Source: an optimization exercise on an open RTL-to-GDS flow (aim: small area). Production flows keep margins and buffers that such runs may drop.
At most, simulation tests tie the RTL to the original design; equivalence was not proved.
No functional check of the RTL was part of runs 2 and 6.
No run shown here takes its clock network from TritonCTS; it comes from the design's own scripts or RTL.
No driver is modelled on the clock port, so clock power and skew are understated where the tree is cut down; a real chip needs a root buffer or a tree.
Power figures rest on the tool's default switching activity, not on a simulated workload.

--- flow/design.v ---
module weather_box (
	input clk,
	input rst_n,
	output [7:0] led,
	output [9:0] lcd_ram_addr,
	output lcd_ram_en,
	input  [7:0] lcd_ram_data,
	output LCD_RS,
	output LCD_RW,
	output LCD_EN,
	output [7:0] LCD_D
	);
reg r_rst;
reg rst;
reg [15:0] r_t;
wire w_t_low0 = (r_t[14:0] == 15'd0);
wire w_t_zero = w_t_low0 & ~r_t[15];
wire w_t_fb = r_t[15] ^ r_t[13] ^ r_t[12] ^ r_t[10] ^ w_t_low0;
reg r_mode;           
reg [4:0] r_s;        
reg [1:0] r_p;        
reg [7:0] r_data;     
reg r_en;             
localparam P_E = 2'd2;  
localparam P_B = 2'd3;  
localparam P_C = 2'd0;  
localparam P_A = 2'd1;  
wire w_last = (r_s == 5'd31);
wire w_n_long = !r_mode && (r_s == 5'd10 || r_s == 5'd31);          
wire w_n_250  = (!r_mode && r_s == 5'd11) || (r_mode && r_p == P_E);
wire w_n_2000 = r_mode && r_p == P_A && w_last;
wire w_chg = !r_mode ? (r_s == 5'd10 || r_s == 5'd11 || r_s == 5'd30 || r_s == 5'd31)
                     : (r_p == P_E || ((r_p == P_A || r_p == P_C) && w_last));
wire w_end  = w_n_long ? (~r_t[0] & r_t[1] & r_t[2] & r_t[3] & ~r_t[4] & ~r_t[5] & ~r_t[6] & ~r_t[7] & r_t[8] & ~r_t[9] & ~r_t[10] & ~r_t[11] & r_t[12] & r_t[13] & ~r_t[14]) : w_n_250 ? (~r_t[0] & ~r_t[5] & ~r_t[7] & ~r_t[8] & ~r_t[9] & r_t[14]) : w_n_2000 ? (r_t[0] & ~r_t[3] & ~r_t[4] & ~r_t[5] & ~r_t[8] & r_t[9] & r_t[10] & ~r_t[14] & r_t[15]) : r_t[10];
wire w_pre  = w_n_long ? (r_t[0] & r_t[1] & r_t[2] & ~r_t[3] & ~r_t[4] & ~r_t[5] & ~r_t[6] & r_t[7] & ~r_t[8] & ~r_t[9] & ~r_t[10] & r_t[11] & r_t[12] & ~r_t[13] & r_t[14] & r_t[15]) : w_n_250 ? (r_t[0] & r_t[1] & ~r_t[2] & ~r_t[4] & ~r_t[7] & ~r_t[8] & r_t[13]) : w_n_2000 ? (~r_t[0] & ~r_t[2] & ~r_t[3] & ~r_t[4] & r_t[8] & ~r_t[11] & ~r_t[13] & r_t[14] & ~r_t[15]) : r_t[9];
wire w_fall = w_n_long ? (r_t[0] & ~r_t[1] & ~r_t[2] & r_t[3] & r_t[4] & ~r_t[5] & r_t[6] & ~r_t[7] & ~r_t[8] & ~r_t[9] & ~r_t[10] & ~r_t[11] & r_t[12] & ~r_t[13] & r_t[14] & ~r_t[15]) : w_n_250 ? (~r_t[2] & r_t[3] & ~r_t[5] & r_t[6] & ~r_t[13] & r_t[15]) : w_n_2000 ? (~r_t[1] & ~r_t[4] & r_t[5] & ~r_t[11] & r_t[12] & ~r_t[13] & r_t[14] & ~r_t[15]) : r_t[4];
wire w_step = w_end & ~rst;
always @(posedge clk) begin
	r_rst <= rst_n;
	if (!r_rst) begin
		rst <= 1'b1;
		r_t <= 16'h0001;
	end else if (rst && w_t_zero) begin
		rst <= 1'b0;
		r_t <= 16'h0002;
	end else if (w_step) begin
		r_t <= w_chg ? 16'h0001 : 16'h0002;
	end else begin
		r_t <= {r_t[14:0], w_t_fb};
	end
end
always @(posedge clk) begin
	if (rst)
		r_en <= 1'b1;
	else if (w_pre)
		r_en <= 1'b1;
	else if (w_fall)
		r_en <= 1'b0;
end
always @(posedge clk) begin
	if (rst) begin
		r_mode <= 1'b0;
		r_s <= 5'd10;
		r_p <= P_E;
	end else if (w_step) begin
		if (!r_mode) begin
			if (r_s == 5'd31)
				r_mode <= 1'b1;
			r_s <= r_s + 5'd1;
			r_p <= P_E;
		end else begin
			case (r_p)
				P_E: r_p <= P_B;
				P_A: begin r_p <= P_B; r_s <= r_s + 5'd1; end
				P_B: r_p <= P_C;
				default: r_p <= P_A;
			endcase
		end
	end
end
wire [7:0] w_rom;
assign w_rom[0] = (~r_s[0] & r_s[1] & r_s[2] & r_s[4]) | (~r_s[1] & r_s[2] & r_s[3] & r_s[4]) | (r_s[0] & ~r_s[2] & ~r_s[4]) | (~r_s[0] & ~r_s[1] & ~r_s[2] & ~r_s[3]) | (r_s[0] & r_s[1] & ~r_s[2] & ~r_s[3]) | (r_s[0] & ~r_s[1] & r_s[2] & ~r_s[3]);
assign w_rom[1] = (r_s[0] & ~r_s[1] & r_s[2]) | (r_s[0] & r_s[1] & ~r_s[3]) | (r_s[1] & r_s[2] & ~r_s[3]) | (~r_s[0] & r_s[1] & r_s[2] & ~r_s[4]);
assign w_rom[2] = (r_s[0] & ~r_s[1]) | (~r_s[0] & ~r_s[2] & r_s[4]) | (~r_s[0] & r_s[1] & r_s[2]) | (~r_s[2] & ~r_s[3]) | (~r_s[0] & r_s[3] & r_s[4]);
assign w_rom[3] = (~r_s[1] & ~r_s[4]) | (r_s[0] & ~r_s[2] & ~r_s[3]) | (~r_s[0] & r_s[1] & ~r_s[3]) | (~r_s[0] & ~r_s[2] & r_s[3] & r_s[4]) | (r_s[0] & r_s[2] & ~r_s[4]);
assign w_rom[4] = (r_s[0] & r_s[2] & ~r_s[3]) | (~r_s[1] & r_s[2] & r_s[3] & r_s[4]) | (~r_s[0] & ~r_s[1] & ~r_s[4]) | (~r_s[0] & r_s[2] & r_s[3] & r_s[4]);
assign w_rom[5] = (~r_s[3]) | (~r_s[1] & r_s[4]) | (~r_s[0] & r_s[4]) | (~r_s[2] & r_s[4]) | (~r_s[0] & ~r_s[1]);
assign w_rom[6] = (~r_s[2] & ~r_s[3]) | (~r_s[1] & r_s[3] & r_s[4]) | (r_s[1] & ~r_s[3]) | (r_s[0] & ~r_s[3]) | (~r_s[0] & r_s[1] & r_s[2] & r_s[4]) | (r_s[0] & r_s[1] & r_s[2] & ~r_s[4]);
assign w_rom[7] = 1'b0;
reg [7:0] w_d;
always @(*) begin
	if (!r_mode)
		w_d = w_rom;
	else begin
		case (r_p)
			P_E: w_d = 8'h01;
			P_B: w_d = 8'h00;
			P_C: w_d = r_data;
			default: w_d = w_last ? 8'h02 : (r_s == 5'd15) ? 8'hc0 : 8'h00;
		endcase
	end
end
always @(posedge clk)
	if (w_step && r_mode && r_p == P_B)
		r_data <= lcd_ram_data;
assign LCD_D = w_d;
assign LCD_RS = r_mode ? (r_p == P_C) : (r_s >= 5'd15 && r_s <= 5'd30);
assign LCD_RW = 1'b0;
assign LCD_EN = r_en;
assign lcd_ram_en = r_mode;
assign lcd_ram_addr = {5'b00000, r_s};
reg [11:0] r_c;       
reg [7:0] r_x;        
reg [2:0] r_y;        
reg r_half;           
reg [7:0] r_v;        
reg [7:0] r_w;        
reg r_win;            
reg r_first;          
wire w_c_low0 = (r_c[10:0] == 11'd0);
wire w_tick = w_c_low0 & ~r_c[11];
wire w_c_one = w_c_low0 & r_c[11];
wire w_c_fb = r_c[11] ^ r_c[5] ^ r_c[3] ^ r_c[0] ^ w_c_low0;
wire [5:0] w_duty = r_x[7:2];
wire w_x_zero = (r_x == 8'd0);
wire w_restart = w_tick && (r_x[1:0] == 2'd0) && !w_x_zero;
always @(posedge clk) begin
	if (rst) begin
		r_x <= 8'd129;
		r_y <= 3'b001;
		r_half <= 1'b0;
		r_first <= 1'b1;
	end else begin
		if (w_tick) begin
			r_x <= w_x_zero ? 8'd131 : r_x - 8'd1;
			r_y <= {r_y[1:0], ~(r_y[2] & r_y[1])};
		end
		if (w_c_one && r_y[2] && !r_y[1])
			r_half <= ~r_half;
		if (w_restart)
			r_first <= 1'b0;
	end
	r_c <= (rst || w_tick) ? 12'hed1 : {r_c[10:0], w_c_fb};
	r_v <= (rst || w_restart || r_v == 8'd0) ? 8'd254 : r_v - 8'd1;
	r_w <= rst ? 8'h02 : {r_w[6:0], r_w[7] ^ r_w[5] ^ r_w[4] ^ r_w[3]};
	r_win <= !rst && (r_w == 8'h17 || (r_win && r_w[7:1] != 7'd0));
end
wire w_low = (r_v[7:5] == 3'd0);
wire w_hit55 = (r_v == 8'd55);
wire w_hit0 = r_first ? (r_v == 8'd253) : w_hit55;
wire [4:0] w_d5 = w_duty[4:0];
wire [5:0] w_u = {1'b1, r_v[4:0]} - {1'b0, w_d5};
genvar i;
generate
	for (i = 0; i < 6; i = i + 1) begin : g_led
		wire b = (w_d5 < 5 * i);
		wire normal = b ? (w_u < 64 - 5 * i) : (w_u < 32 - 5 * i);
		wire special = (i == 0) ? (w_d5 == 5'd0) : (w_duty == 5 * i);
		assign led[i] = (w_low && normal) || (special && ((i == 0) ? w_hit0 : w_hit55));
	end
endgenerate
assign led[6] = 1'b0;
assign led[7] = r_half && r_win;
endmodule
--- flow/flow/run.sh ---
#!/bin/bash
set -euo pipefail
cat >> config.mk <<CFG
export BUFFER_PORTS_ARGS = -buffer_cell sky130_fd_sc_hd__buf_1
export CTS_ARGS = -sink_clustering_enable -repair_clock_nets -dont_use_dummy_load -buf_list {sky130_fd_sc_hd__clkbuf_8}
export POST_CTS_TCL = $PWD/flow/cts_post.tcl
export PRE_RESIZE_TCL = $PWD/flow/downsize.tcl
export MCTS_K = 4
export MCTS_BUF = sky130_fd_sc_hd__clkbuf_8
export SKIP_REPAIR_TIE_FANOUT = 1
CFG
bash standard.sh > standard.log 2>&1
--- flow/flow/cts_post.tcl ---
# Replace the clock tree that clock_tree_synthesis built with a flat one:
# the clock port drives K leaf buffers, each placed at the centre of a
# group of register clock pins (k-means on their positions).
set K $::env(MCTS_K)
set bufname $::env(MCTS_BUF)
set block [ord::get_db_block]
set clk [$block findNet clk]
# remove the buffers CTS inserted: move their sinks back onto clk
set changed 1
while {$changed} {
  set changed 0
  foreach it [$clk getITerms] {
    set inst [$it getInst]
    if {[[$inst getMaster] isSequential]} { continue }
    set out ""
    foreach t [$inst getITerms] {
      if {[$t isOutputSignal]} { set out [$t getNet] }
    }
    if {$out eq "" || $out eq "NULL"} { continue }
    foreach s [$out getITerms] {
      if {[$s getInst] ne $inst} { $s disconnect; $s connect $clk }
    }
    foreach t [$inst getITerms] { $t disconnect }
    odb::dbInst_destroy $inst
    odb::dbNet_destroy $out
    set changed 1
    break
  }
}
set pts {}
foreach it [$clk getITerms] {
  set inst [$it getInst]
  lassign [$inst getLocation] x y
  lappend pts [list $it $x $y]
}
set n [llength $pts]
puts "manual clock tree: $n sinks"
# balanced groups: split at the median x, then each half at its median
# y, and so on, until there are K groups (K a power of two)
proc split_groups {pts k axis} {
  if {$k <= 1} { return [list $pts] }
  set s [lsort -integer -index $axis $pts]
  set h [expr {[llength $s] / 2}]
  set nax [expr {$axis == 1 ? 2 : 1}]
  return [concat [split_groups [lrange $s 0 [expr {$h - 1}]] [expr {$k / 2}] $nax] \
                 [split_groups [lrange $s $h end] [expr {$k / 2}] $nax]]
}
set groups [split_groups $pts $K 1]
set cs {}
set asg {}
set gi 0
set newpts {}
foreach g $groups {
  set sx 0; set sy 0
  foreach p $g { set sx [expr {$sx + [lindex $p 1]}]; set sy [expr {$sy + [lindex $p 2]}]; lappend newpts $p; lappend asg $gi }
  lappend cs [list [expr {$sx / [llength $g]}] [expr {$sy / [llength $g]}]]
  incr gi
}
set pts $newpts
set master [[ord::get_db] findMaster $bufname]
for {set k 0} {$k < $K} {incr k} {
  set inst [odb::dbInst_create $block $master "clkleaf_$k"]
  set net [odb::dbNet_create $block "clkleaf_net_$k"]
  $net setSigType CLOCK
  [$inst findITerm A] connect $clk
  [$inst findITerm X] connect $net
  lassign [lindex $cs $k] cx cy
  $inst setLocation [expr {int($cx)}] [expr {int($cy)}]
  $inst setPlacementStatus PLACED
  set members 0
  foreach p $pts a $asg {
    if {$a == $k} {
      set it [lindex $p 0]
      $it disconnect
      $it connect $net
      incr members
    }
  }
  puts "clkleaf_$k: $members sinks at $cx $cy"
}
detailed_placement
estimate_parasitics -placement
report_check_types -max_slew -max_capacitance -violators
report_clock_skew
--- flow/flow/downsize.tcl ---
# Before repair_design: give every combinational cell the smallest drive
# strength of its kind (timing has ample slack); repair_design then fixes
# any slew or capacitance limit this breaks.
set db [ord::get_db]
set n 0
foreach inst [[ord::get_db_block] getInsts] {
  set m [$inst getMaster]
  set name [$m getName]
  if {[$m isSequential]} { continue }
  if {![regexp {^(sky130_fd_sc_hd__[a-z0-9]+)_([0-9]+)$} $name -> base drv]} { continue }
  if {$drv <= 1} { continue }
  if {[string match *clkbuf* $base] || [string match *conb* $base]} { continue }
  foreach k {0 1 2} {
    if {$k >= $drv} { break }
    set nm [$db findMaster ${base}_$k]
    if {$nm ne "NULL" && $nm ne ""} {
      $inst swapMaster $nm
      incr n
      break
    }
  }
}
puts "downsized $n cells"
--- flow/standard.sh ---
#!/bin/bash
# synth_recipe.tcl (not shown) runs the flow's synth.tcl, then flattens the netlist and writes it again
# the make line also repeats each setting of config.mk as NAME=value (left out here)
make -C /OpenROAD-flow-scripts/flow DESIGN_CONFIG=/design/flow/config.mk WORK_HOME=/design/flow/orfs CLKGATE_MAP_FILE= SYNTH_SCRIPT=/design/flow/synth_recipe.tcl "${@:-finish}"
--- flow/config.mk ---
export PLATFORM = sky130hd
export DESIGN_NAME = weather_box
export DESIGN_NICKNAME = weather_box
export VERILOG_FILES = /design/flow/design.v
export SDC_FILE = /design/flow/constraint.sdc
export NUM_CORES = 4
export LEC_CHECK = 0
export CAP_MARGIN = 20
export CORE_MARGIN = 2
export CORE_UTILIZATION = 40
export SLEW_MARGIN = 20
export BUFFER_PORTS_ARGS = -buffer_cell sky130_fd_sc_hd__buf_1
export CTS_ARGS = -sink_clustering_enable -repair_clock_nets -dont_use_dummy_load -buf_list {sky130_fd_sc_hd__clkbuf_8}
export POST_CTS_TCL = /design/flow/flow/cts_post.tcl
export PRE_RESIZE_TCL = /design/flow/flow/downsize.tcl
export MCTS_K = 4
export MCTS_BUF = sky130_fd_sc_hd__clkbuf_8
export SKIP_REPAIR_TIE_FANOUT = 1
--- flow/constraint.sdc ---
create_clock -name core_clock -period 10.0 [get_ports {clk}]
set_input_delay 2.0000 -clock core_clock [delete_from_list [all_inputs] [get_ports {clk}]]
set_output_delay 2.0000 -clock core_clock [all_outputs]
set_load 0.01 [all_outputs]
==> flow_metrics.env, run 1 <==
export IMPL_finalPower_uw=527.2
export IMPL_wl_per_cell_um=13.79
export IMPL_wirelength_um=8592
export IMPL_vias_per_cell=5.457
export IMPL_rsz0062_at_grt="no"
export IMPL_grt_pass1_wl_um=14740
export IMPL_drive_above_1_share=0.01027
export IMPL_tightest_slew_ns=1.027
export IMPL_p_per_area_mw_per_mm2=120.1
export IMPL_drc=0
export IMPL_port_buffers=32
export IMPL_slew_headroom=0.3098
export IMPL_synth_cell_area_mm2=0.004225
export IMPL_track_usage=0.1559
export IMPL_synthTopCellsByArea="dfxtp_1, ha_1, edfxtp_1, nand2_1, xnor2_1"
export IMPL_r2r_start="r_s[0]$_SDFFE_PP0P_"
export IMPL_synth_edf_count=8
export IMPL_die_area_mm2=0.01140
export IMPL_placed_cell_area_mm2=0.004337
export IMPL_irDropWorstVdd_v=0.00009966
export IMPL_die_h_um=106.8
export IMPL_syn2layout_area_growth_pct=3.938
export IMPL_critPathMaxFanout=8
export IMPL_critPathCaptureType="output port"
export IMPL_synth_distinct_cells=78
export IMPL_max_freq_mhz=213.2
export IMPL_dp_worst_setup_slack_ns=5.562
export IMPL_arrival_ns=2.69
export IMPL_slowest_delay_ns=0.56
export IMPL_period_minus_slack_ns=4.691
export IMPL_layout_cells_most_common_list="dfxtp_1, nand2_1, nor2_1, buf_1, ha_1"
export IMPL_overflow=0
export IMPL_clkTransAtPathRegs_ns=0.11
export IMPL_reg2reg_slack_ns=6.25
export IMPL_fin_tns_setup_ns=0
export IMPL_syn_num_nets=508
export IMPL_path_cells="inv_1 -> ha_1 -> nor2b_1 -> o21a_1 -> or3_1 -> a2111oi_0 -> o22ai_1 -> nand2_1 -> buf_1"
export IMPL_firstDrtPassIters=4
export IMPL_r2r_end="r_data[1]$_DFFE_PP_"
export IMPL_utilization=0.4273
export IMPL_synth_xor_area_frac=0.05182
export IMPL_muxShareOfSynthArea=0.009476
export IMPL_skew_ns=0.01564
export IMPL_drt_iter0_markers=195
export IMPL_cp_data_required_time_ns=8.00
export IMPL_yosys_area_top_type="dfxtp_1"
export IMPL_synthCells=474
export IMPL_hp_class="reg2reg"
export IMPL_die_w_um=106.8
export IMPL_leakagePower_nw=1.590
export IMPL_yosysWarnings=1
export IMPL_min_from="r_c[8]$_SDFF_PP0_"
export IMPL_rr_worst_depth=9
export IMPL_stdcell_area_mm2=0.004392
export IMPL_slew_violations=0
export IMPL_core_mm2=0.01028
export IMPL_final_common_cell="dfxtp_1"
export IMPL_vias=3400
export IMPL_avgSynthCellArea_um2=8.914
export IMPL_synth_fa_ha_area_frac=0.07285
export IMPL_ys_ff_latch=77
export IMPL_antenna_found_initial=0
export IMPL_antenna_cells=0
export IMPL_clock_sinks=77
export IMPL_final_hold_violation_count=0
export IMPL_status="timing/DRC/antenna clean"
export IMPL_hold_depth=1
export IMPL_globalplace_congestion=0.9234
export IMPL_initial_core_util=0.4111
export IMPL_synth_compound_area_frac=0.1712
export IMPL_crit_path_top_delay_cell="a2111oi_0"
export IMPL_synth_flop_cell="dfxtp_1"
export IMPL_yosys_area_share_simple=0.2618
export IMPL_final_antenna_net_count=0
export IMPL_synth_top_family_by_area="simple AND/OR/NAND/NOR gates"
export IMPL_critPathLaunchType="flip-flop"
export IMPL_timing_final_crit_share=0.4691
export IMPL_worstSetupPathType="reg2out"
export IMPL_async_reset_ff_frac=0
export IMPL_fin_nets=523
export IMPL_worst_slack_ns=5.309
export IMPL_setup_viol=0
export IMPL_grt_pass1_vias=3223
export IMPL_io_pins=40
export IMPL_cap_violations=0
export IMPL_synth_top_area_frac=0.3269
export IMPL_clk_latency_ns=0.17
export IMPL_fp_row_count=37
export IMPL_hold_path_end="r_c[9]$_SDFF_PP1_"
export IMPL_synth_seq_area_share=0.3838
export IMPL_grt_max_degree=39
export IMPL_hpwl_um=6289
-- report_power, final --
group / switching, mW / total [mW] / leakage (nW) / internal (mW)
clock network: 0.0775 / 0.115 / 0.0288 / 0.0375
registers: 0.0151 / 0.343 / 0.632 / 0.328
logic: 0.0418 / 0.0694 / 0.928 / 0.0277
-- worst max-delay path, delay by kind of cell (launching register included) --
family,cells,cell delay [ns]
adders and majority gates,1,0.30
DFF,1,0.47
and+or+nand+nor,3,0.58
buffers and inverters,2,0.27
AOI/OAI and AO/OA,3,0.90
-- metrics by stage --
stage	std cells	hold WS [ns]
finish	623	0.4482
global route	623	0.4816
detailed placement	619	0.4249
global placement	619	0.4185
floorplan	474	0.3957
-- kinds of logic after synthesis --
group / count (synthesis)
compound gates: 98
xor+xnor: 25
fa+ha+maj: 24
buf+inv: 45
flops: 77
mux: 4
other cells: 1
simple gates: 200
-- routing by layer --
metal | global-route usage | up-vias | wire [um]
li1 | - | 1736 | -
met1 | 0.2076 | 1612 | 4139
met2 | 0.2616 | 43 | 4074
met3 | 0.02857 | 9 | 282
met4 | 0.03896 | 0 | 95
met5 | 0 | - | 0
-- sequential cells by signal (all words and copies together), names as in the netlist --
name and count:
r_t 16, r_c 12, r_data 8, r_v 8
r_w 8, r_x 8, r_s 5, r_y 3
r_p 2, r_en 1, r_first 1, r_half 1
r_mode 1, r_rst 1, r_win 1, rst 1
-- how the worst max path moves through the flow --
| stage | end | start | slack, ns |
|---|---|---|---|
| 2_1_floorplan | led[5] | r_v[0]$_SDFF_PP0_ | 5.93 |
| 3_3_place_gp | led[3] | r_x[3]$_SDFFE_PP0P_ | 5.66 |
| 3_5_place_dp | led[3] | r_x[3]$_SDFFE_PP0P_ | 5.56 |
| 5_1_grt | led[3] | r_x[3]$_SDFFE_PP0P_ | 5.10 |
| 6_report | led[3] | r_x[3]$_SDFFE_PP0P_ | 5.31 |
-- Yosys cell counts, drive strengths merged (7+ instances only) --
cell    number
a21oi       20
a31oi        8
and2        18
buf         10
clkbuf      15
dfxtp       69
edfxtp       8
ha          23
inv         19
nand2       42
nand3       18
nand4        8
nor2        34
nor2b       16
nor3         8
nor4b        7
o21ai       17
or3         12
xnor2       16
xor2         9
-- final cells by class --
type                    count  area (um^2)
fillers                  1052         5886
multi-input cells         352         2341
flip-flops and latches     77         1622
well taps                 136        170.2
repair buffers             34        128.9
inverters                  20        75.07
plain buffers               4        55.05
==> run 2, diff against run 1 <==
--- a/flow/design.v
+++ b/flow/design.v
@@ -150,10 +150,10 @@
 wire w_hit0 = r_first ? (r_v == 8'd253) : w_hit55;
 wire [4:0] w_d5 = w_duty[4:0];
-wire [5:0] w_u = {1'b1, r_v[4:0]} - {1'b0, w_d5};
+wire signed [6:0] w_sd = $signed({2'b00, r_v[4:0]}) - $signed({2'b00, w_d5});
 genvar i;
 generate
 	for (i = 0; i < 6; i = i + 1) begin : g_led
 		wire b = (w_d5 < 5 * i);
-		wire normal = b ? (w_u < 64 - 5 * i) : (w_u < 32 - 5 * i);
+		wire normal = b ? (w_sd < 32 - 5 * i) : (w_sd < -5 * i);
 		wire special = (i == 0) ? (w_d5 == 5'd0) : (w_duty == 5 * i);
 		assign led[i] = (w_low && normal) || (special && ((i == 0) ? w_hit0 : w_hit55));
--- a/flow/flow/run.sh
+++ b/flow/flow/run.sh
@@ -5,5 +5,4 @@
 export CTS_ARGS = -sink_clustering_enable -repair_clock_nets -dont_use_dummy_load -buf_list {sky130_fd_sc_hd__clkbuf_8}
 export POST_CTS_TCL = $PWD/flow/cts_post.tcl
-export PRE_RESIZE_TCL = $PWD/flow/downsize.tcl
 export MCTS_K = 4
 export MCTS_BUF = sky130_fd_sc_hd__clkbuf_8
--- a/flow/config.mk
+++ b/flow/config.mk
@@ -13,5 +13,4 @@
 export CTS_ARGS = -sink_clustering_enable -repair_clock_nets -dont_use_dummy_load -buf_list {sky130_fd_sc_hd__clkbuf_8}
 export POST_CTS_TCL = /design/flow/flow/cts_post.tcl
-export PRE_RESIZE_TCL = /design/flow/flow/downsize.tcl
 export MCTS_K = 4
 export MCTS_BUF = sky130_fd_sc_hd__clkbuf_8
removed: flow/flow/downsize.tcl
==> flow_metrics.env, run 2 <==
export IMPL_drc=0
export IMPL_max_freq_mhz=204.8
export IMPL_avgSynthCellArea_um2=8.790
export IMPL_syn_num_nets=508
export IMPL_tightest_slew_ns=0.8255
export IMPL_fin_nets=520
export IMPL_overflow=0
export IMPL_globalplace_congestion=0.9147
export IMPL_wirelength_um=8718
export IMPL_final_common_cell="dfxtp_1"
export IMPL_core_mm2=0.01023
export IMPL_yosysWarnings=1
export IMPL_synthCells=474
export IMPL_vias=3346
export IMPL_fp_row_count=37
export IMPL_synth_common_cells="dfxtp_1, nor2_1, nand2_1, ha_1"
export IMPL_synth_seq_area_share=0.3892
export IMPL_leakagePower_nw=1.590
export IMPL_hold_slack_ns=0.4515
export IMPL_grt_max_degree=30
export IMPL_clock_sinks=77
export IMPL_final_hold_violation_count=0
export IMPL_io_pins=40
export IMPL_synth_flop_cell="dfxtp_1"
export IMPL_skew_ns=0.008848
export IMPL_initial_core_util=0.4072
export IMPL_synth_edf_count=8
export IMPL_firstDrtPassIters=4
export IMPL_die_area_mm2=0.01125
export IMPL_slew_violations=0
export IMPL_clk_latency_ns=0.17
export IMPL_fin_tns_setup_ns=0
export IMPL_final_antenna_net_count=0
export IMPL_synthTopCellsByArea="dfxtp_1, ha_1, edfxtp_1, nor2_1, xnor2_1"
export IMPL_syn2layout_area_growth_pct=4.895
export IMPL_period_minus_slack_ns=4.882
export IMPL_critPathMaxFanout=9
export IMPL_synth_cell_area_mm2=0.004166
export IMPL_status="timing/DRC/antenna clean"
export IMPL_die_w_um=106.1
export IMPL_irDropWorstVdd_v=0.00005999
export IMPL_hp_class="reg2reg"
export IMPL_hpwl_um=6441
export IMPL_setup_viol=0
export IMPL_largestRegisters="r_t: 16 flops, r_c: 12 flops"
export IMPL_port_buffers=32
export IMPL_arrival_ns=2.88
export IMPL_track_usage=0.1589
export IMPL_p_per_area_mw_per_mm2=111.3
export IMPL_grt_pass1_vias=3158
export IMPL_cp_data_required_time_ns=8.00
export IMPL_synth_most_common_cell="dfxtp_1"
export IMPL_synth_top_area_frac=0.3315
export IMPL_rsz0062_at_grt="no"
export IMPL_vias_per_cell=5.397
export IMPL_slew_headroom=0.4489
export IMPL_drive_above_1_share=0.03306
export IMPL_layout_cells_most_common_list="dfxtp_1, nor2_1, nand2_1, buf_1, ha_1"
export IMPL_async_reset_ff_frac=0
export IMPL_wl_per_cell_um=14.06
export IMPL_die_h_um=106.1
export IMPL_synth_distinct_cells=72
export IMPL_ys_ff_latch=77
export IMPL_worstSetupPathType="reg2out"
export IMPL_cap_violations=0
export IMPL_timing_final_crit_share=0.4882
export IMPL_clkTransAtPathRegs_ns=0.12
export IMPL_antenna_found_initial=0
export IMPL_yosys_area_top_type="dfxtp_1"
export IMPL_antenna_cells=0
export IMPL_drt_iter0_markers=271
export IMPL_largest_reg_flops=16
export IMPL_critPathCaptureType="output port"
export IMPL_critPathLaunchType="flip-flop"
export IMPL_grt_pass1_wl_um=14970
export IMPL_regMostFlops="r_t"
## run 2: cell count changes in the layout (fill, tap and decap cells not counted), sizes merged, moves of 3 or more
cell,change
or3,-5
a211o,+3
nor4b,-4
nor2,+6
nor3,+8
nor2b,-4
inv,+3
and4,+4
and3,+3
nand2,-5
## run 2: metal layers
metal	routed length (um)	global-route usage
met1	4408	0.2260
met2	3859	0.2530
met3	350	0.02146
met4	99	0.04323
met5	0	0
## run 2: final cells by class
| class | instances | area (um^2) |
|---|---|---|
| Buffer | 4 | 55.05 |
| Fill cell | 1020 | 5861 |
| Inverter | 23 | 86.33 |
| Multi-Input combinational cell | 346 | 2302 |
| Sequential cell | 77 | 1622 |
| Tap cell | 136 | 170.2 |
| Timing Repair Buffer | 34 | 135.1 |
## run 2: cell families after synthesis
logic type                 Yosys count  synth area share
xor gates and xnor gates            24           0.05045
AOI/OAI and AO/OA                   93            0.1589
DFF                                 77            0.3892
adders and majority gates           26           0.07868
muxes                                4          0.009610
other                                1         0.0009000
and+or+nand+nor                    198            0.2541
buffers and inverters               51           0.05826
## run 2: worst max-delay path, stage by stage, from the launching register on
cell	delay, ns
dfxtp_1	0.52
ha_1	0.22
inv_1	0.06
fa_1	0.40
a21o_1	0.17
a21oi_1	0.17
xor2_1	0.34
o31ai_1	0.13
maj3_1	0.35
o21ai_0	0.18
buf_1	0.18
## run 2: power breakdown
group | total, mW | switching, mW | internal (mW)
Sequential | 0.331 | 0.00980 | 0.321
Clock | 0.115 | 0.0772 | 0.0375
Combinational | 0.0411 | 0.0236 | 0.0174
## run 2: path summary, 6_finish.rpt
kind | from | end | slack [ns] | cells after the start
worst min-delay path | r_c[8]$_SDFF_PP0_ | r_c[9]$_SDFF_PP1_ | 0.45 | 1
worst max-delay path | r_x[2]$_SDFFE_PP0P_ | led[4] | 5.12 | 10
worst min register to register | r_c[8]$_SDFF_PP0_ | r_c[9]$_SDFF_PP1_ | 0.45 | 1
worst max register to register | r_s[2]$_SDFFE_PP0P_ | r_t[2]$_SDFF_PP0_ | 6.76 | 9
## run 2: through the flow
step / power [mW] / worst slack [ns] / util / instance area, um^2 / cells
floorplan: 0.3701 / 5.651 / - / 4167 / 474
global placement: 0.3782 / 5.413 / 0.4218 / 4315 / 616
detailed placement: 0.3788 / 5.343 / 0.4218 / 4315 / 616
global route: 0.5104 / 4.934 / 0.4272 / 4370 / 620
finish: 0.4864 / 5.118 / 0.4272 / 4370 / 620
==> run 3, diff against run 2 <==
--- a/flow/design.v
+++ b/flow/design.v
@@ -150,10 +150,10 @@
 wire w_hit0 = r_first ? (r_v == 8'd253) : w_hit55;
 wire [4:0] w_d5 = w_duty[4:0];
-wire signed [6:0] w_sd = $signed({2'b00, r_v[4:0]}) - $signed({2'b00, w_d5});
+wire [5:0] w_u = {1'b1, r_v[4:0]} - {1'b0, w_d5};
 genvar i;
 generate
 	for (i = 0; i < 6; i = i + 1) begin : g_led
 		wire b = (w_d5 < 5 * i);
-		wire normal = b ? (w_sd < 32 - 5 * i) : (w_sd < -5 * i);
+		wire normal = b ? (w_u < 64 - 5 * i) : (w_u < 32 - 5 * i);
 		wire special = (i == 0) ? (w_d5 == 5'd0) : (w_duty == 5 * i);
 		assign led[i] = (w_low && normal) || (special && ((i == 0) ? w_hit0 : w_hit55));
--- a/flow/flow/run.sh
+++ b/flow/flow/run.sh
@@ -1,3 +1,11 @@
 #!/bin/bash
+# Layout: the standard flow (standard.sh; its make output goes to
+# standard.log and each ORFS step logs under orfs/logs), with these changes
+# to how the layout is built:
+#  - the port buffers use the smallest buffer (buf_1);
+#  - after clock tree synthesis, flow/cts_post.tcl replaces the tree with
+#    the clock port driving 4 leaf buffers (sky130_fd_sc_hd__clkbuf_8), each feeding one group of
+#    nearby registers (groups of equal size, split at median coordinates);
+#  - one tie cell drives all the constant outputs.
 set -euo pipefail
 cat >> config.mk <<CFG
--- a/flow/flow/cts_post.tcl
+++ b/flow/flow/cts_post.tcl
@@ -1,5 +1,5 @@
 # Replace the clock tree that clock_tree_synthesis built with a flat one:
 # the clock port drives K leaf buffers, each placed at the centre of a
-# group of register clock pins (k-means on their positions).
+# group of register clock pins (equal groups split at median coordinates).
 set K $::env(MCTS_K)
 set bufname $::env(MCTS_BUF)
==> flow_metrics.env, run 3 <==
export IMPL_path_cells="inv_1 -> ha_1 -> nor2b_1 -> o21a_1 -> or3_1 -> a2111oi_0 -> o22ai_1 -> nand2_1 -> buf_1"
export IMPL_port_buffers=32
export IMPL_timing_final_crit_share=0.4718
export IMPL_p_clk_frac=0.215
export IMPL_period_minus_slack_ns=4.718
export IMPL_fp_row_count=37
export IMPL_p_int_uw=397.4
export IMPL_synthCells=474
export IMPL_grt_max_degree=39
export IMPL_overflow=0
export IMPL_worst_slack_ns=5.282
export IMPL_syn_num_nets=508
export IMPL_largest_reg_flops=16
export IMPL_p_seq_frac=0.642
export IMPL_arrival_ns=2.72
export IMPL_die_h_um=106.8
export IMPL_async_reset_ff_frac=0
export IMPL_dp_worst_setup_slack_ns=5.576
export IMPL_vias=3410
export IMPL_drive_above_1_share=0.04517
export IMPL_syn2layout_area_growth_pct=5.478
export IMPL_final_common_cell="dfxtp_1"
export IMPL_critPathLaunchType="flip-flop"
export IMPL_slew_violations=0
export IMPL_comb_power_share=0.143
export IMPL_firstDrtPassIters=4
export IMPL_ys_ff_latch=77
export IMPL_clock_sinks=77
export IMPL_avgSynthCellArea_um2=8.914
export IMPL_critPathCaptureType="output port"
export IMPL_skew_ns=0.01578
export IMPL_track_usage=0.1572
export IMPL_final_hold_violation_count=0
export IMPL_core_mm2=0.01028
export IMPL_synthTopCellsByArea="dfxtp_1, ha_1, edfxtp_1, nand2_1, xnor2_1"
export IMPL_layout_cells_most_common_list="dfxtp_1, nand2_1, nor2_1, buf_1, ha_1"
export IMPL_crit_path_top_delay_cell="a2111oi_0"
export IMPL_fin_nets=523
export IMPL_largestRegisters="r_t: 16 flops, r_c: 12 flops"
export IMPL_synth_seq_area_share=0.3838
export IMPL_grt_pass1_wl_um=14810
export IMPL_critPathMaxFanout=8
export IMPL_drt_iter0_markers=180
export IMPL_antenna_cells=0
export IMPL_fin_tns_setup_ns=0
export IMPL_yosys_area_top_type="dfxtp_1"
export IMPL_die_w_um=106.8
export IMPL_initial_core_util=0.4111
export IMPL_synth_common_cells="dfxtp_1, nand2_1, nor2_1, ha_1, a21oi_1"
export IMPL_worstSetupPathType="reg2out"
export IMPL_die_area_mm2=0.01140
export IMPL_hp_class="reg2reg"
export IMPL_hpwl_um=6372
export IMPL_clkTransAtPathRegs_ns=0.11
export IMPL_io_pins=40
export IMPL_antenna_found_initial=0
export IMPL_vias_per_cell=5.474
export IMPL_wl_per_cell_um=13.95
export IMPL_synth_top_area_frac=0.3269
export IMPL_cp_data_required_time_ns=8.00
export IMPL_irDropWorstVdd_v=0.00009499
export IMPL_yosysWarnings=1
export IMPL_hold_depth=1
export IMPL_p_switching_uw=136.6
export IMPL_synth_most_common_cell="dfxtp_1"
export IMPL_leakagePower_nw=1.614
export IMPL_status="timing/DRC/antenna clean"
export IMPL_synth_edf_count=8
export IMPL_wirelength_um=8692
export IMPL_clk_latency_ns=0.18
export IMPL_p_sw_frac=0.2558
export IMPL_synth_distinct_cells=78
export IMPL_tightest_slew_ns=1.048
export IMPL_drc=0
export IMPL_finalPower_uw=534.0
export IMPL_synth_cell_area_mm2=0.004225
export IMPL_regMostFlops="r_t"
export IMPL_setup_viol=0
export IMPL_slowest_delay_ns=0.61
export IMPL_slew_headroom=0.2959
export IMPL_globalplace_congestion=0.9234
export IMPL_rsz0062_at_grt="no"
export IMPL_synth_flop_cell="dfxtp_1"
export IMPL_grt_pass1_vias=3212
export IMPL_rr_worst_depth=9
export IMPL_p_per_area_mw_per_mm2=119.8
export IMPL_max_freq_mhz=211.9
export IMPL_final_antenna_net_count=0
export IMPL_cap_violations=0
run 3: power by group through the flow:
stage	Sequential (mW)	Combinational, mW	Clock [mW]
2_1_floorplan	0.346	0.0659	0
3_3_place_gp	0.349	0.0761	0
3_5_place_dp	0.349	0.0779	0
5_1_grt	0.346	0.0872	0.131
6_report	0.343	0.0766	0.115
run 3: kinds of logic after synthesis:
| family | count (synthesis) | share of synthesized area |
|---|---|---|
| AND/OR/NAND/NOR | 200 | 0.2618 |
| AO/OA/AOI/OAI | 98 | 0.1712 |
| flip-flops | 77 | 0.3838 |
| buffers and inverters | 45 | 0.04826 |
| XOR/XNOR | 25 | 0.05182 |
| adder cells (fa/ha/maj) | 24 | 0.07285 |
| multiplexers | 4 | 0.009476 |
| other | 1 | 0.0008875 |
run 3: critical path: cells and delay by family (launching register included):
kind | cells | cell delay, ns
buf+inv | 2 | 0.27
compound gates | 3 | 0.95
flops | 1 | 0.47
fa+ha+maj | 1 | 0.30
simple gates | 3 | 0.57
run 3: per-layer routing:
layer / share of wire / vias to the layer above / track usage
li1: - / 1737 / -
met1: 0.48 / 1614 / 0.2115
met2: 0.48 / 47 / 0.2607
met3: 0.028 / 12 / 0.02736
met4: 0.015 / 0 / 0.04267
met5: 0 / - / 0
run 3: stage by stage:
stage	hold WS, ns	cells	utilization	cell area [um^2]
after floorplan	0.3957	474	-	4225
after global placement	0.4185	619	0.4283	4402
after detailed placement	0.4249	619	0.4283	4402
after global routing	0.4772	623	0.4337	4457
final	0.4477	623	0.4337	4457
run 3: final timing paths:
path                            slack, ns                   to           startpoint
worst max-delay path                 5.28               led[3]  r_x[3]$_SDFFE_PP0P_
worst min-delay path                 0.45    r_c[9]$_SDFF_PP1_    r_c[8]$_SDFF_PP0_
worst max register to register       6.56  r_data[2]$_DFFE_PP_  r_s[0]$_SDFFE_PP0P_
worst min register to register       0.45    r_c[9]$_SDFF_PP1_    r_c[8]$_SDFF_PP0_
run 3: cell type report:
| type | count | area, um^2 |
|---|---|---|
| fillers | 1059 | 5821 |
| inverters | 20 | 75.07 |
| plain buffers | 4 | 55.05 |
| well taps | 136 | 170.2 |
| flip-flops and latches | 77 | 1622 |
| repair buffers | 34 | 135.1 |
| multi-input cells | 352 | 2400 |
==> run 4, diff against run 3 <==
--- a/flow/design.v
+++ b/flow/design.v
@@ -22,8 +22,8 @@
 reg [7:0] r_data;     
 reg r_en;             
-localparam P_E = 2'd2;  
-localparam P_B = 2'd3;  
+localparam P_E = 2'd3;  
+localparam P_B = 2'd1;  
 localparam P_C = 2'd0;  
-localparam P_A = 2'd1;  
+localparam P_A = 2'd2;  
 wire w_last = (r_s == 5'd31);
 wire w_n_long = !r_mode && (r_s == 5'd10 || r_s == 5'd31);          
==> flow/flow/run.sh (replaced) <==
#!/bin/bash
set -euo pipefail
cat >> config.mk <<CFG
export BUFFER_PORTS_ARGS = -buffer_cell sky130_fd_sc_hd__buf_1
export CTS_ARGS = -sink_clustering_enable -repair_clock_nets -dont_use_dummy_load -buf_list {sky130_fd_sc_hd__clkbuf_8}
export POST_CTS_TCL = $PWD/flow/cts_post.tcl
export PRE_RESIZE_TCL = $PWD/flow/downsize.tcl
export MCTS_K = 3
export MCTS_BUF = sky130_fd_sc_hd__clkbuf_16
export SKIP_REPAIR_TIE_FANOUT = 1
CFG
bash standard.sh > standard.log 2>&1
--- a/flow/flow/cts_post.tcl
+++ b/flow/flow/cts_post.tcl
@@ -1,5 +1,5 @@
 # Replace the clock tree that clock_tree_synthesis built with a flat one:
 # the clock port drives K leaf buffers, each placed at the centre of a
-# group of register clock pins (equal groups split at median coordinates).
+# group of register clock pins (groups of equal size, cut at coordinates).
 set K $::env(MCTS_K)
 set bufname $::env(MCTS_BUF)
@@ -36,13 +36,15 @@
 set n [llength $pts]
 puts "manual clock tree: $n sinks"
-# balanced groups: split at the median x, then each half at its median
-# y, and so on, until there are K groups (K a power of two)
+# balanced groups: cut the registers at a coordinate (alternately x and
+# y) into two parts sized in proportion to the groups each part gets,
+# until there are K groups
 proc split_groups {pts k axis} {
   if {$k <= 1} { return [list $pts] }
+  set k1 [expr {$k / 2}]
   set s [lsort -integer -index $axis $pts]
-  set h [expr {[llength $s] / 2}]
+  set h [expr {([llength $s] * $k1 + $k / 2) / $k}]
   set nax [expr {$axis == 1 ? 2 : 1}]
-  return [concat [split_groups [lrange $s 0 [expr {$h - 1}]] [expr {$k / 2}] $nax] \
-                 [split_groups [lrange $s $h end] [expr {$k / 2}] $nax]]
+  return [concat [split_groups [lrange $s 0 [expr {$h - 1}]] $k1 $nax] \
+                 [split_groups [lrange $s $h end] [expr {$k - $k1}] $nax]]
 }
 set groups [split_groups $pts $K 1]
==> flow/flow/downsize.tcl (new file) <==
# Before repair_design: give every combinational cell the smallest drive
# strength of its kind (timing has ample slack); repair_design then fixes
# any slew or capacitance limit this breaks.
set db [ord::get_db]
set n 0
foreach inst [[ord::get_db_block] getInsts] {
  set m [$inst getMaster]
  set name [$m getName]
  if {[$m isSequential]} { continue }
  if {![regexp {^(sky130_fd_sc_hd__[a-z0-9]+)_([0-9]+)$} $name -> base drv]} { continue }
  if {$drv <= 1} { continue }
  if {[string match *clkbuf* $base] || [string match *conb* $base]} { continue }
  foreach k {0 1 2} {
    if {$k >= $drv} { break }
    set nm [$db findMaster ${base}_$k]
    if {$nm ne "NULL" && $nm ne ""} {
      $inst swapMaster $nm
      incr n
      break
    }
  }
}
puts "downsized $n cells"
--- a/flow/config.mk
+++ b/flow/config.mk
@@ -13,5 +13,6 @@
 export CTS_ARGS = -sink_clustering_enable -repair_clock_nets -dont_use_dummy_load -buf_list {sky130_fd_sc_hd__clkbuf_8}
 export POST_CTS_TCL = /design/flow/flow/cts_post.tcl
-export MCTS_K = 4
-export MCTS_BUF = sky130_fd_sc_hd__clkbuf_8
+export PRE_RESIZE_TCL = /design/flow/flow/downsize.tcl
+export MCTS_K = 3
+export MCTS_BUF = sky130_fd_sc_hd__clkbuf_16
 export SKIP_REPAIR_TIE_FANOUT = 1
==> flow_metrics.env, run 4 <==
export IMPL_status="timing/DRC/antenna clean"
export IMPL_die_h_um=106.0
export IMPL_tightest_slew_ns=0.8796
export IMPL_avgSynthCellArea_um2=8.803
export IMPL_p_per_area_mw_per_mm2=121.3
export IMPL_dpl_cell_count=616
export IMPL_synth_distinct_cells=69
export IMPL_skew_ns=0.007615
export IMPL_syn_num_nets=503
export IMPL_cp_data_required_time_ns=8.00
export IMPL_fp_row_count=37
export IMPL_vias=3330
export IMPL_synthTopCellsByArea="dfxtp_1, edfxtp_1, ha_1, xnor2_1, nand2_1"
export IMPL_overflow=0
export IMPL_regMostFlops="r_t"
export IMPL_fin_tns_setup_ns=0
export IMPL_arrival_ns=2.76
export IMPL_p_sw_frac=0.2343
export IMPL_hpwl_um=6007
export IMPL_wirelength_um=8368
export IMPL_p_clk_frac=0.252
export IMPL_yosysWarnings=1
export IMPL_syn2layout_area_growth_pct=3.996
export IMPL_critPathLaunchType="flip-flop"
export IMPL_stdcell_area_mm2=0.004330
export IMPL_hold_slack_ns=0.4482
export IMPL_period_minus_slack_ns=4.758
export IMPL_vias_per_cell=5.380
export IMPL_p_int_uw=402.1
export IMPL_grt_pass1_wl_um=14790
export IMPL_drt_iter0_markers=211
export IMPL_final_common_cell="dfxtp_1"
export IMPL_worstSetupPathType="reg2out"
export IMPL_layout_cells_most_common_list="dfxtp_1, nand2_1, nor2_1, buf_1, and2_1"
export IMPL_final_antenna_net_count=0
export IMPL_firstDrtPassIters=5
export IMPL_synth_cell_area_mm2=0.004164
export IMPL_rr_worst_depth=9
export IMPL_yosys_area_top_type="dfxtp_1"
export IMPL_p_switching_uw=123.1
export IMPL_hold_depth=1
export IMPL_fin_nets=515
export IMPL_max_freq_mhz=210.2
export IMPL_synth_edf_count=8
export IMPL_cap_violations=0
export IMPL_synth_seq_area_share=0.3894
export IMPL_drc=0
export IMPL_ys_ff_latch=77
export IMPL_grt_max_degree=33
export IMPL_stdcell_count=619
export IMPL_drive_above_1_share=0.008282
export IMPL_clkTransAtPathRegs_ns=0.09
export IMPL_io_pins=40
export IMPL_leakagePower_nw=1.532
export IMPL_reg2reg_slack_ns=6.55
export IMPL_irDropWorstVdd_v=0.00008149
export IMPL_critPathCaptureType="output port"
export IMPL_rsz0062_at_grt="no"
export IMPL_synthCells=473
export IMPL_slew_violations=0
export IMPL_critPathMaxFanout=7
export IMPL_antenna_cells=0
export IMPL_synth_flop_cell="dfxtp_1"
export IMPL_core_mm2=0.01023
export IMPL_clock_sinks=77
export IMPL_slew_headroom=0.4091
export IMPL_async_reset_ff_frac=0
export IMPL_hp_class="reg2reg"
export IMPL_placed_cell_area_mm2=0.004255
export IMPL_comb_power_share=0.108
export IMPL_wl_per_cell_um=13.52
export IMPL_antenna_found_initial=0
export IMPL_clk_latency_ns=0.16
export IMPL_grt_pass1_vias=3228
export IMPL_port_buffers=32
export IMPL_largest_reg_flops=16
export IMPL_synth_common_cells="dfxtp_1, nand2_1, nor2_1, and2_1"
export IMPL_globalplace_congestion=0.8690
export IMPL_die_w_um=106.0
export IMPL_p_seq_frac=0.640
export IMPL_setup_viol=0
export IMPL_largestRegisters="r_t: 16 flops, r_c: 12 flops"
export IMPL_track_usage=0.1552
export IMPL_synth_top_area_frac=0.3317
export IMPL_final_hold_violation_count=0
export IMPL_die_area_mm2=0.01124
export IMPL_initial_core_util=0.4070
export IMPL_timing_final_crit_share=0.4758
export IMPL_synth_most_common_cell="dfxtp_1"
==> run 4: cell types whose count changed in the layout (fill, tap and decap cells not counted), sizes merged, moves of 3 or more <==
cell    before  now
ha          23   19
nor2b       16   10
xnor2       16   19
and3b        4    1
nand3       18   12
o22ai        5    0
nor2        34   40
a31oi        8   11
and2        18   21
a211oi       6    2
or3b         3    0
nor3         8   18
==> run 4: cell families (layout without fill, tap and decap cells) <==
kind of cell / count (synthesis) / count (layout) / share of synthesized area
adder cells (fa/ha/maj): 20 / 20 / 0.06190
XOR/XNOR: 27 / 27 / 0.05679
buffers and inverters: 48 / 58 / 0.05469
flip-flops: 77 / 77 / 0.3894
AO/OA/AOI/OAI: 97 / 97 / 0.1671
other: 1 / 1 / 0.0009006
AND/OR/NAND/NOR: 199 / 199 / 0.2596
multiplexers: 4 / 4 / 0.009616
==> run 4: layout make-up <==
type	instances	area, um^2
Tap cell	136	170.2
Fill cell	996	5901
Sequential cell	77	1622
Buffer	3	75.07
Inverter	20	75.07
Multi-Input combinational cell	348	2256
Timing Repair Buffer	35	132.6
==> run 4: per-layer routing <==
metal	routed length, um	global-route usage	share of wire	up-vias
met4	64	0.03947	0.0076	0
li1	-	-	-	1709
met2	4034	0.2608	0.48	73
met5	0	0	0	-
met3	270	0.01901	0.032	7
met1	3998	0.2122	0.48	1541
==> run 4: path summary, 6_finish.rpt <==
kind | startpoint | end
hold / removal | r_c[8]$_SDFF_PP0_ | r_c[9]$_SDFF_PP1_
setup reg to reg | r_s[0]$_SDFFE_PP0P_ | r_data[2]$_DFFE_PP_
setup / recovery | r_x[3]$_SDFFE_PP0P_ | led[3]
hold reg to reg | r_c[8]$_SDFF_PP0_ | r_c[9]$_SDFF_PP1_
==> run 4: per-stage QoR <==
stage / total power [mW] / utilization / worst slack, ns
after floorplan: 0.3891 / - / 5.792
after global placement: 0.4015 / 0.4226 / 5.485
after detailed placement: 0.4001 / 0.4159 / 5.464
after global routing: 0.5524 / 0.4233 / 5.005
final: 0.5251 / 0.4233 / 5.242
==> run 4: critical path: stages, from the launching register on <==
cell and delay (ns):
dfxtp_1 0.44, inv_1 0.16, ha_1 0.31, nor2b_1 0.13, o21a_1 0.18, or3_1 0.36, a2111oi_0 0.52, o221a_1 0.27
or3_1 0.10, buf_1 0.14
==> run 4: power groups by stage <==
| stage | combinational, mW | sequential, mW | clock, mW |
|---|---|---|---|
| final | 0.0566 | 0.336 | 0.132 |
| after global routing | 0.0665 | 0.339 | 0.147 |
| after global placement | 0.0584 | 0.343 | 0 |
| after detailed placement | 0.0571 | 0.343 | 0 |
| after floorplan | 0.0486 | 0.340 | 0 |
==> run 5, diff against run 4 <==
--- a/flow/flow/run.sh
+++ b/flow/flow/run.sh
@@ -7,5 +7,5 @@
 export PRE_RESIZE_TCL = $PWD/flow/downsize.tcl
 export MCTS_K = 3
-export MCTS_BUF = sky130_fd_sc_hd__clkbuf_16
+export MCTS_BUF = sky130_fd_sc_hd__buf_12
 export SKIP_REPAIR_TIE_FANOUT = 1
 CFG
--- a/flow/config.mk
+++ b/flow/config.mk
@@ -15,4 +15,4 @@
 export PRE_RESIZE_TCL = /design/flow/flow/downsize.tcl
 export MCTS_K = 3
-export MCTS_BUF = sky130_fd_sc_hd__clkbuf_16
+export MCTS_BUF = sky130_fd_sc_hd__buf_12
 export SKIP_REPAIR_TIE_FANOUT = 1
==> flow_metrics.env, run 5 <==
export IMPL_clkTransAtPathRegs_ns=0.09
export IMPL_synthTopCellsByArea="dfxtp_1, edfxtp_1, ha_1, xnor2_1, nand2_1"
export IMPL_clk_latency_ns=0.13
export IMPL_wl_met2_um=3987
export IMPL_grt_max_degree=33
export IMPL_yosys_area_share_simple=0.2596
export IMPL_skew_ns=0.006631
export IMPL_largest_reg_flops=16
export IMPL_synth_most_common_cell="dfxtp_1"
export IMPL_tightest_slew_ns=0.8788
export IMPL_r2r_start="r_s[0]$_SDFFE_PP0P_"
export IMPL_rr_worst_depth=9
export IMPL_multi_input_area_mm2=0.002256
export IMPL_finalPower_uw=517.3
export IMPL_cp_data_required_time_ns=8.00
export IMPL_die_h_um=106.0
export IMPL_highest_layer="met4"
export IMPL_synth_common_cells="dfxtp_1, nand2_1, nor2_1, and2_1"
export IMPL_final_common_cell="dfxtp_1"
export IMPL_vias=3340
export IMPL_drc=0
export IMPL_reg2reg_slack_ns=6.55
export IMPL_layout_cells_most_common_list="dfxtp_1, nand2_1, nor2_1, buf_1, and2_1"
export IMPL_utilization=0.4218
export IMPL_die_w_um=106.0
export IMPL_rsz0062_at_grt="no"
export IMPL_synth_distinct_cells=69
export IMPL_status="timing/DRC/antenna clean"
export IMPL_p_per_area_mw_per_mm2=119.9
export IMPL_synth_fa_ha_area_frac=0.06190
export IMPL_regArea_mm2=0.001622
export IMPL_port_buffers=32
export IMPL_synth_compound_area_frac=0.1671
export IMPL_irDropWorstVdd_v=0.00008093
export IMPL_setup_viol=0
export IMPL_antenna_found_initial=0
export IMPL_drt_iter0_markers=228
export IMPL_hold_path_end="r_c[9]$_SDFF_PP1_"
export IMPL_r2r_end="r_data[2]$_DFFE_PP_"
export IMPL_largestRegisters="r_t: 16 flops, r_c: 12 flops"
export IMPL_worstSetupPathType="reg2out"
export IMPL_fill_cells=1000
export IMPL_max_freq_mhz=211.9
export IMPL_worst_slack_ns=5.280
export IMPL_critPathCaptureType="output port"
export IMPL_grt_pass1_vias=3233
export IMPL_synth_xor_area_frac=0.05679
export IMPL_async_reset_ff_frac=0
export IMPL_vias_per_cell=5.396
export IMPL_fin_tns_setup_ns=0
export IMPL_ys_ff_latch=77
export IMPL_avgSynthCellArea_um2=8.803
export IMPL_hp_class="reg2reg"
export IMPL_hpwl_um=6007
export IMPL_wl_per_cell_um=13.45
export IMPL_final_hold_violation_count=0
export IMPL_slew_violations=0
export IMPL_critPathMaxFanout=7
export IMPL_dp_worst_setup_slack_ns=5.464
export IMPL_syn_num_nets=503
export IMPL_hold_depth=1
export IMPL_synthCells=473
export IMPL_synth_seq_area_share=0.3894
export IMPL_cap_violations=0
export IMPL_yosysWarnings=1
export IMPL_period_minus_slack_ns=4.720
export IMPL_leakagePower_nw=1.523
export IMPL_grt_pass1_wl_um=14780
export IMPL_die_area_mm2=0.01124
export IMPL_min_from="r_c[8]$_SDFF_PP0_"
export IMPL_io_pins=40
export IMPL_track_usage=0.1551
export IMPL_core_mm2=0.01023
export IMPL_synth_top_area_frac=0.3317
export IMPL_fin_nets=515
export IMPL_wirelength_um=8323
export IMPL_overflow=0
export IMPL_syn2layout_area_growth_pct=3.636
export IMPL_fp_row_count=37
export IMPL_drive_above_1_share=0.008282
export IMPL_synth_top_family_by_area="simple AND/OR/NAND/NOR gates"
export IMPL_wl_met3_um=308
export IMPL_firstDrtPassIters=4
export IMPL_synth_edf_count=8
export IMPL_timing_final_crit_share=0.4720
export IMPL_critPathLaunchType="flip-flop"
export IMPL_yosys_area_top_type="dfxtp_1"
export IMPL_synth_flop_cell="dfxtp_1"
export IMPL_clock_sinks=77
export IMPL_initial_core_util=0.4070
export IMPL_slew_headroom=0.4096
export IMPL_final_antenna_net_count=0
export IMPL_regMostFlops="r_t"
export IMPL_globalplace_congestion=0.8690
export IMPL_synth_cell_area_mm2=0.004164
export IMPL_antenna_cells=0
export IMPL_muxShareOfSynthArea=0.009615
export IMPL_m1WireLength_um=3949
export IMPL_arrival_ns=2.72
-- run 5: final cells by class --
cell class / instances / area share
Multi-Input combinational cell: 348 / 0.5228
Sequential cell: 77 / 0.3758
Tap cell: 136 / 0.03943
Timing Repair Buffer: 35 / 0.03073
Inverter: 20 / 0.01740
Buffer: 3 / 0.01392
-- run 5: how the worst max path moves through the flow --
stage                              from  endpoint  slack, ns  depth (start not counted)
floorplan           r_x[3]$_SDFFE_PP0P_    led[3]       5.79                          8
global placement    r_x[3]$_SDFFE_PP0P_    led[3]       5.48                          9
detailed placement  r_x[3]$_SDFFE_PP0P_    led[3]       5.46                          9
global route        r_x[2]$_SDFFE_PP0P_    led[5]       5.03                          9
finish              r_x[3]$_SDFFE_PP0P_    led[3]       5.28                          9
-- run 5: power by group --
part	leakage, nW	switching (mW)	total (mW)	internal, mW
Sequential	0.632	0.0118	0.336	0.324
Combinational	0.862	0.0340	0.0564	0.0224
Clock	0.0282	0.0758	0.125	0.0489
Total	1.52	0.122	0.517	0.396
-- run 5: critical path, cell delays in order (launching register included) --
cell and delay, ns:
dfxtp_1 0.45, inv_1 0.16, ha_1 0.30, nor2b_1 0.13, o21a_1 0.18, or3_1 0.36, a2111oi_0 0.52, o221a_1 0.27
or3_1 0.10, buf_1 0.14
-- run 5: metal layers --
metal | vias to the layer above | global-route usage
met1 | 1547 | 0.2118
met5 | - | 0
met2 | 77 | 0.2608
li1 | 1709 | -
met4 | 0 | 0.03947
met3 | 7 | 0.01901
-- run 5: cells by family after synthesis --
family / count (synthesis)
mux: 4
simple gates: 199
compound gates: 97
xor+xnor: 27
buf+inv: 48
flops: 77
other cells: 1
fa+ha+maj: 20
-- run 5: stage by stage --
step | hold slack (ns) | std cells | instance area [um^2]
2_1_floorplan | 0.3736 | 473 | 4164
3_3_place_gp | 0.4178 | 616 | 4324
3_5_place_dp | 0.4265 | 616 | 4255
5_1_grt | 0.4698 | 619 | 4315
6_report | 0.4445 | 619 | 4315
==> run 6, diff against run 5 <==
--- a/flow/design.v
+++ b/flow/design.v
@@ -147,15 +147,19 @@
 end
 wire w_low = (r_v[7:5] == 3'd0);
+wire w_v5_zero = (r_v[4:0] == 5'd0);
+wire w_v_zero = w_low && w_v5_zero;
 wire w_hit55 = (r_v == 8'd55);
 wire w_hit0 = r_first ? (r_v == 8'd253) : w_hit55;
 wire [4:0] w_d5 = w_duty[4:0];
-wire [5:0] w_u = {1'b1, r_v[4:0]} - {1'b0, w_d5};
+wire [4:0] w_vd = r_v[4:0] - w_d5;
+reg [5:0] r_on;
 genvar i;
 generate
 	for (i = 0; i < 6; i = i + 1) begin : g_led
-		wire b = (w_d5 < 5 * i);
-		wire normal = b ? (w_u < 64 - 5 * i) : (w_u < 32 - 5 * i);
+		wire set = w_low && (w_vd == ((32 - 5 * i) % 32));
+		always @(posedge clk)
+			r_on[i] <= !rst && w_low && !w_v5_zero && (set || r_on[i]);
 		wire special = (i == 0) ? (w_d5 == 5'd0) : (w_duty == 5 * i);
-		assign led[i] = (w_low && normal) || (special && ((i == 0) ? w_hit0 : w_hit55));
+		assign led[i] = r_on[i] || (special && ((i == 0) ? w_hit0 : w_hit55));
 	end
 endgenerate
--- a/flow/flow/run.sh
+++ b/flow/flow/run.sh
@@ -7,5 +7,5 @@
 export PRE_RESIZE_TCL = $PWD/flow/downsize.tcl
 export MCTS_K = 3
-export MCTS_BUF = sky130_fd_sc_hd__buf_12
+export MCTS_BUF = sky130_fd_sc_hd__clkbuf_16
 export SKIP_REPAIR_TIE_FANOUT = 1
 CFG
--- a/flow/config.mk
+++ b/flow/config.mk
@@ -15,4 +15,4 @@
 export PRE_RESIZE_TCL = /design/flow/flow/downsize.tcl
 export MCTS_K = 3
-export MCTS_BUF = sky130_fd_sc_hd__buf_12
+export MCTS_BUF = sky130_fd_sc_hd__clkbuf_16
 export SKIP_REPAIR_TIE_FANOUT = 1
==> flow_metrics.env, run 6 <==
export IMPL_status="timing/DRC/antenna clean"
export IMPL_grt_max_degree=35
export IMPL_ys_ff_latch=83
export IMPL_overflow=0
export IMPL_fp_row_count=37
export IMPL_synth_xor_area_frac=0.05916
export IMPL_synthCells=458
export IMPL_vias_per_cell=5.337
export IMPL_drive_above_1_share=0.01064
export IMPL_clock_sinks=83
export IMPL_p_per_area_mw_per_mm2=140.2
export IMPL_fin_tns_setup_ns=0
export IMPL_synth_seq_area_share=0.4202
export IMPL_rsz0062_at_grt="no"
export IMPL_initial_core_util=0.4070
export IMPL_worstSetupPathType="reg2out"
export IMPL_layout_cells_most_common_list="dfxtp_1, nand2_1, nor2_1, buf_1"
export IMPL_muxShareOfSynthArea=0.01449
export IMPL_max_freq_mhz=240.8
export IMPL_critPathCaptureType="output port"
export IMPL_regMostFlops="r_t"
export IMPL_fin_nets=501
export IMPL_final_hold_violation_count=0
export IMPL_dpl_cell_count=603
export IMPL_die_h_um=105.8
export IMPL_grt_pass1_wl_um=14520
export IMPL_largestRegisters="r_t: 16 flops, r_c: 12 flops"
export IMPL_tightest_slew_ns=0.9675
export IMPL_vias=3234
export IMPL_period_minus_slack_ns=4.152
export IMPL_synth_compound_area_frac=0.1494
export IMPL_yosysWarnings=1
export IMPL_drt_iter0_markers=192
export IMPL_largest_reg_flops=16
export IMPL_cap_violations=0
export IMPL_critPathLaunchType="flip-flop"
export IMPL_die_area_mm2=0.01119
export IMPL_irDropWorstVdd_v=0.0001013
export IMPL_slew_violations=0
export IMPL_core_mm2=0.01018
export IMPL_synth_cell_area_mm2=0.004145
export IMPL_cp_data_required_time_ns=8.00
export IMPL_synth_most_common_cell="dfxtp_1"
export IMPL_skew_ns=0.008236
export IMPL_clkTransAtPathRegs_ns=0.11
export IMPL_slew_headroom=0.3506
export IMPL_syn_num_nets=487
export IMPL_antenna_cells=0
export IMPL_critPathMaxFanout=11
export IMPL_stdcell_count=606
export IMPL_synth_common_cells="dfxtp_1, nand2_1, nor2_1, inv_1, xnor2_1"
export IMPL_leakagePower_nw=1.584
export IMPL_hp_class="reg2reg"
export IMPL_synth_distinct_cells=64
export IMPL_track_usage=0.1551
export IMPL_io_pins=40
export IMPL_setup_viol=0
export IMPL_synth_flop_cell="dfxtp_1"
export IMPL_synth_edf_count=8
export IMPL_port_buffers=32
export IMPL_die_w_um=105.8
export IMPL_async_reset_ff_frac=0
export IMPL_drc=0
export IMPL_synth_top_family_by_area="simple AND/OR/NAND/NOR gates"
export IMPL_syn2layout_area_growth_pct=5.101
export IMPL_firstDrtPassIters=4
export IMPL_wl_per_cell_um=13.89
export IMPL_grt_pass1_vias=3105
export IMPL_globalplace_congestion=0.8883
export IMPL_final_antenna_net_count=0
export IMPL_arrival_ns=2.15
export IMPL_antenna_found_initial=0
export IMPL_reg2reg_slack_ns=6.72
export IMPL_wirelength_um=8416
export IMPL_yosys_area_share_simple=0.2436
export IMPL_final_common_cell="dfxtp_1"
export IMPL_synth_top_area_frac=0.3622
export IMPL_yosys_area_top_type="dfxtp_1"
export IMPL_clk_latency_ns=0.17
export IMPL_hpwl_um=6035
export IMPL_synthTopCellsByArea="dfxtp_1, edfxtp_1, ha_1, xnor2_1, nand2_1"
export IMPL_timing_final_crit_share=0.4152
export IMPL_synth_fa_ha_area_frac=0.05916
export IMPL_avgSynthCellArea_um2=9.051
## run 6: critical path, cell delays in order, from the launching register on
cell	delay [ns]
dfxtp_1	0.54
ha_1	0.39
and3_1	0.23
ha_1	0.22
nor2_1	0.05
o21ai_0	0.09
o41ai_1	0.11
a21boi_0	0.18
buf_1	0.17
## run 6: worst paths after layout
kind	startpoint	end	cells after the start
setup / recovery	r_s[0]$_SDFFE_PP0P_	LCD_RS	8
hold / removal	r_c[9]$_SDFF_PP1_	r_c[10]$_SDFF_PP1_	1
setup reg to reg	r_s[0]$_SDFFE_PP0P_	r_data[1]$_DFFE_PP_	7
hold reg to reg	r_c[9]$_SDFF_PP1_	r_c[10]$_SDFF_PP1_	1
## run 6: cell type report
type                            instances  area (um^2)
Inverter                               23        86.33
Fill cell                            1018         5828
Sequential cell                        83         1742
Tap cell                              136        170.2
Timing Repair Buffer                   34        128.9
Buffer                                  3        75.07
Multi-Input combinational cell        327         2155
## run 6: kinds of logic (layout without fill, tap and decap cells)
group	count (synthesis)	after routing
other	1	1
DFF	83	83
buffers and inverters	48	60
and+or+nand+nor	187	187
xor gates and xnor gates	28	28
muxes	6	6
AOI/OAI and AO/OA	86	86
adders and majority gates	19	19
## run 6: where the power goes
part	internal (mW)	switching (mW)	total [mW]
clock	0.0556	0.0847	0.140
sequential	0.358	0.0216	0.380
combinational	0.0378	0.0531	0.0908
total	0.452	0.159	0.611
## run 6: through the flow
stage	util	power [mW]	instance area, um^2	setup WS, ns	hold slack [ns]
finish	0.4278	0.6110	4357	5.848	0.4479
global route	0.4278	0.6459	4357	5.575	0.4680
detailed placement	0.4199	0.4783	4277	6.062	0.4277
global placement	0.4238	0.4814	4317	5.960	0.4149
floorplan	-	0.4597	4145	6.211	0.4048
## run 6: layer usage
| metal | part of all wire | track usage | vias up |
|---|---|---|---|
| met3 | 0.033 | 0.03587 | 8 |
| met4 | 0.011 | 0.03571 | 0 |
| met5 | 0 | 0 | - |
| li1 | - | - | 1652 |
| met1 | 0.50 | 0.2114 | 1537 |
| met2 | 0.45 | 0.2502 | 37 |

re-timing with driven ports:
The flow's constraints put no driver on any port. The routed layouts listed below were extracted and timed again, unchanged, in two steps. Step 1 (the two cells are an assumption about what drives the block):
set clk [get_ports {clk}]
set_driving_cell -lib_cell sky130_fd_sc_hd__clkbuf_16 $clk
set_driving_cell -lib_cell sky130_fd_sc_hd__buf_2 [delete_from_list [all_inputs] $clk]
Step 2, shift: input delay + t, output delay - t, t = (earliest + latest rising clock arrival at the registers) / 2. This alone moves slack from input paths to output paths. Three values: ideal ports, drivers, drivers and shift; two values: the first two.
run | t (ns) | setup slack, ns | worst setup path at the end | cell pins on the clock port's net
run 1 | 0.228 | 5.309 / 5.248 / 5.476 | register to output | 4
run 2 | 0.227 | 5.118 / 5.057 / 5.284 | register to output | 4
run 3 | 0.230 | 5.282 / 5.219 / 5.450 | register to output | 4
run 4 | 0.218 | 5.242 / 5.181 / 5.399 | register to output | 3
run 5 | 0.198 | 5.280 / 5.213 / 5.411 | register to output | 3
run 6 | 0.229 | 5.848 / 5.783 / 6.012 | register to output | 3
After both steps setup and hold are still met in every run listed.
